From an optimization exercise on the open Yosys and OpenROAD flow, aimed at small area, a short achievable clock period and few clock cycles per item; shortcuts taken in it are not production practice. Only simulation tests tie the RTL to the original design; equivalence was not proved.

alpha:
Design SHA256_core, start of the top module:
module SHA256_core(
    input RST,
    input CLK,
    input next_b,
    input [511:0] block,
    output [255:0] digest,
    output core_ready
    );
For scale: roughly 6,800 cells after synthesis, roughly 1,100 flip-flops, ~770 I/O pins.
==> module SHA256_core, before the edit <==
module SHA256_core(
    input RST,
    input CLK,
    input next_b,
    input [511:0] block,
    output [255:0] digest,
    output core_ready
    );
    function automatic logic [31:0] ror(input logic [31:0] x, input int n);
        ror = (x >> n) | (x << (32 - n));
    endfunction
    logic rsh;              
    logic [1:0] rk;         
    logic rdy;              
    logic busy;             
    logic [6:0] cnt;        
    logic fin;              
    logic [31:0] ha [0:3];  
    logic [31:0] he [0:3];  
    logic [31:0] a, b, c, d, e, f, g, h;
    logic [31:0] w [0:15];
    logic [31:0] k_t, kq;   
    k_constant_rom K_ROM (.t(cnt[5:0]), .k(k_t));
    logic [31:0] s1, ch, s0, mj;
    assign s1 = ror(e, 6) ^ ror(e, 11) ^ ror(e, 25);
    assign ch = (e & f) ^ (~e & g);
    assign s0 = ror(a, 2) ^ ror(a, 13) ^ ror(a, 22);
    assign mj = (a & b) ^ (a & c) ^ (b & c);
    logic [31:0] ks, kc, p1s, p1c, p2s, p2c, p3s, p3c, p4s, p4c, q2s, q2c, q3s, q3c;
    always_comb begin
        ks = h ^ kq ^ w[0];
        kc = {((h & kq) | (h & w[0]) | (kq & w[0])), 1'b0};
        p1s = s1 ^ ch ^ ks;
        p1c = {((s1 & ch) | (s1 & ks) | (ch & ks)), 1'b0};
        p2s = s0 ^ mj ^ kc;
        p2c = {((s0 & mj) | (s0 & kc) | (mj & kc)), 1'b0};
        p3s = p1s ^ p1c ^ p2s;
        p3c = {((p1s & p1c) | (p1s & p2s) | (p1c & p2s)), 1'b0};
        p4s = p3s ^ p3c ^ p2c;
        p4c = {((p3s & p3c) | (p3s & p2c) | (p3c & p2c)), 1'b0};
        q2s = p1s ^ p1c ^ kc;
        q2c = {((p1s & p1c) | (p1s & kc) | (p1c & kc)), 1'b0};
        q3s = q2s ^ q2c ^ d;
        q3c = {((q2s & q2c) | (q2s & d) | (q2c & d)), 1'b0};
    end
    logic [31:0] a_new, e_new;
    assign a_new = p4s + p4c;
    assign e_new = q3s + q3c;
    logic [31:0] sg0, sg1, w_new;
    assign sg0 = ror(w[1], 7) ^ ror(w[1], 18) ^ (w[1] >> 3);
    assign sg1 = ror(w[14], 17) ^ ror(w[14], 19) ^ (w[14] >> 10);
    logic [31:0] ws1s, ws1c, ws2s, ws2c;
    always_comb begin
        ws1s = sg1 ^ w[9] ^ w[0];
        ws1c = {((sg1 & w[9]) | (sg1 & w[0]) | (w[9] & w[0])), 1'b0};
        ws2s = ws1s ^ ws1c ^ sg0;
        ws2c = {((ws1s & ws1c) | (ws1s & sg0) | (ws1c & sg0)), 1'b0};
    end
    assign w_new = ws2s + ws2c;
    logic [31:0] sum_a, sum_e;
    add32_bk A_ADD (.x(ha[3]), .y(a), .s(sum_a));
    add32_bk E_ADD (.x(he[3]), .y(e), .s(sum_e));
    logic [31:0] h0a, h0e;
    always_comb begin
        case (rk)
            2'd0: begin h0a = 32'ha54ff53a; h0e = 32'h5be0cd19; end
            2'd1: begin h0a = 32'h3c6ef372; h0e = 32'h1f83d9ab; end
            2'd2: begin h0a = 32'hbb67ae85; h0e = 32'h9b05688c; end
            default: begin h0a = 32'h6a09e667; h0e = 32'h510e527f; end
        endcase
    end
    always_ff @(posedge CLK) begin
        if (RST) begin
            rdy <= 1'b0;
            busy <= 1'b0;
            cnt <= 7'd0;
            fin <= 1'b0;
            rsh <= 1'b1;
            rk <= 2'd0;
        end else if (rsh) begin
            rk <= rk + 2'd1;
            if (rk == 2'd3) begin
                rsh <= 1'b0;
                rdy <= 1'b1;
            end
        end else if (busy) begin
            if (cnt == 7'd65) begin
                busy <= 1'b0;
                rdy <= 1'b1;
                cnt <= 7'd0;
            end else begin
                cnt <= cnt + 7'd1;
            end
            fin <= (cnt >= 7'd61) && (cnt != 7'd65);
        end else if (rdy) begin
            if (next_b) begin
                rdy <= 1'b0;
                busy <= 1'b1;
                cnt <= 7'd1;
            end
        end else begin
            rsh <= 1'b1;
            rk <= 2'd0;
        end
    end
    always_ff @(posedge CLK) begin
        if (fin || rsh) begin
            ha[0] <= rsh ? h0a : sum_a;
            ha[1] <= ha[0];
            ha[2] <= ha[1];
            ha[3] <= ha[2];
            he[0] <= rsh ? h0e : sum_e;
            he[1] <= he[0];
            he[2] <= he[1];
            he[3] <= he[2];
        end
    end
    always_ff @(posedge CLK) begin
        if (busy) begin
            a <= a_new;
            b <= a;
            c <= b;
            d <= c;
            e <= e_new;
            f <= e;
            g <= f;
            h <= g;
            for (int i = 0; i < 15; i++) w[i] <= w[i + 1];
            w[15] <= w_new;
        end else begin
            a <= ha[0];
            b <= ha[1];
            c <= ha[2];
            d <= ha[3];
            e <= he[0];
            f <= he[1];
            g <= he[2];
            h <= he[3];
            for (int i = 0; i < 16; i++) w[i] <= block[511 - 32*i -: 32];
        end
        kq <= k_t;
    end
    assign digest = {ha[0], ha[1], ha[2], ha[3], he[0], he[1], he[2], he[3]};
    assign core_ready = rdy;
endmodule
Settings: LEC_CHECK=0, ABC_AREA=1, CAP_MARGIN=20, CORE_MARGIN=2, CORE_UTILIZATION=62, CTS_CLUSTER_DIAMETER=80, CTS_CLUSTER_SIZE=30, PLACE_DENSITY=0.7, SLEW_MARGIN=20; clock period 15.0 ns.
standard.sh (not shown) runs the stock make flow with config.mk's settings and CLKGATE_MAP_FILE= SYNTH_SCRIPT=/design/flow/synth_recipe.tcl, a recipe that flattens the netlist after the stock synthesis.
==> flow/flow/run.sh <==
#!/bin/bash
# Layout flow: the standard synthesis and layout (standard.sh), with
#  - port buffers of the smallest buffer cell (buf_1) instead of the default choice,
#  - timing repair run with an extra setup margin so that the achieved period is pushed
#    well below the (loose) 15 ns clock; the SDC itself is unchanged.
# Each make step's output goes to its own log file here; ORFS keeps per-tool logs under orfs/logs.
set -eo pipefail
MARGIN=$(cat flow/margin.txt)
bash standard.sh synth > log_synth.txt 2>&1
bash standard.sh BUFFER_PORTS_ARGS="-buffer_cell sky130_fd_sc_hd__buf_1" \
    SETUP_SLACK_MARGIN=$MARGIN finish > log_layout.txt 2>&1
==> flow/flow/margin.txt <==
10.6
Testbench counts of alpha, summed over its fixed seeds: cycles 8,456, blocks 128.
The inputs of beta differ from those of alpha as listed below.
--- a/flow/design.v
+++ b/flow/design.v
@@ -70,11 +70,11 @@
         ws1s = sg1 ^ w[9] ^ w[0];
         ws1c = {((sg1 & w[9]) | (sg1 & w[0]) | (w[9] & w[0])), 1'b0};
         ws2s = ws1s ^ ws1c ^ sg0;
         ws2c = {((ws1s & ws1c) | (ws1s & sg0) | (ws1c & sg0)), 1'b0};
     end
-    assign w_new = ws2s + ws2c;
+    add32_bk W_ADD (.x(ws2s), .y(ws2c), .s(w_new));
     logic [31:0] sum_a, sum_e;
     add32_bk A_ADD (.x(ha[3]), .y(a), .s(sum_a));
     add32_bk E_ADD (.x(he[3]), .y(e), .s(sum_e));
     logic [31:0] h0a, h0e;
     always_comb begin
Findings:
- Summary: clock period minus worst slack, beta worse than alpha
- In the metrics for beta and alpha, the one carrying the higher total nets after synthesis is alpha.
- Diff beta and alpha: critical path depth higher in beta
- Diff alpha -> beta: total routed wirelength decreased by 0.57% relative to the old numbers; largest fanout on the critical path picked up an extra 5; proportion of cell area occupied by registers now sits higher; worst setup margin saw a decrease; slew at the pin with the worst max-slew slack down 0.054 ns.
- In the tables for beta and alpha, synthesized cell count reads lower with beta.
- Higher met3 capacity usage during global routing was reported by beta, not alpha.
- Run comparison: alpha master of the slowest instance on the critical path sky130_fd_sc_hd__edfxtp_1; beta master of the slowest instance on the critical path sky130_fd_sc_hd__dfxtp_1
Testbench counts of beta, summed over its fixed seeds: cycles 8,456, blocks 128.

==> static timing again, ports no longer ideal <==
How much do the figures lean on ideal ports? The routed layouts below were timed once more, with nothing changed but the port constraints. Step 1 sets driving cells, clkbuf_16 on the clock port and buf_2 on the other inputs (assumed; they add their load-dependent delay and slew). Step 2 times the ports against the registers' clock, not the clock port: input delays grow and output delays shrink by t, the midpoint of the rising clock arrivals with the driver on. Slacks: ideal ports / drivers / drivers and shift; pairs: ideal ports / drivers.
run	t, ns	setup WS [ns]	worst hold slack (ns)	latest minus earliest clock arrival (ns)	slew at the worst register clock pin (ns)
alpha	0.780	10.556 / 10.481 / 10.591	0.426 / 0.426 / 0.426	0.080 / 0.081	0.12 / 0.12
beta	0.724	10.445 / 10.445 / 10.445	0.430 / 0.430 / 0.430	0.047 / 0.047	0.12 / 0.12
After both steps setup and hold are still met in every run listed.
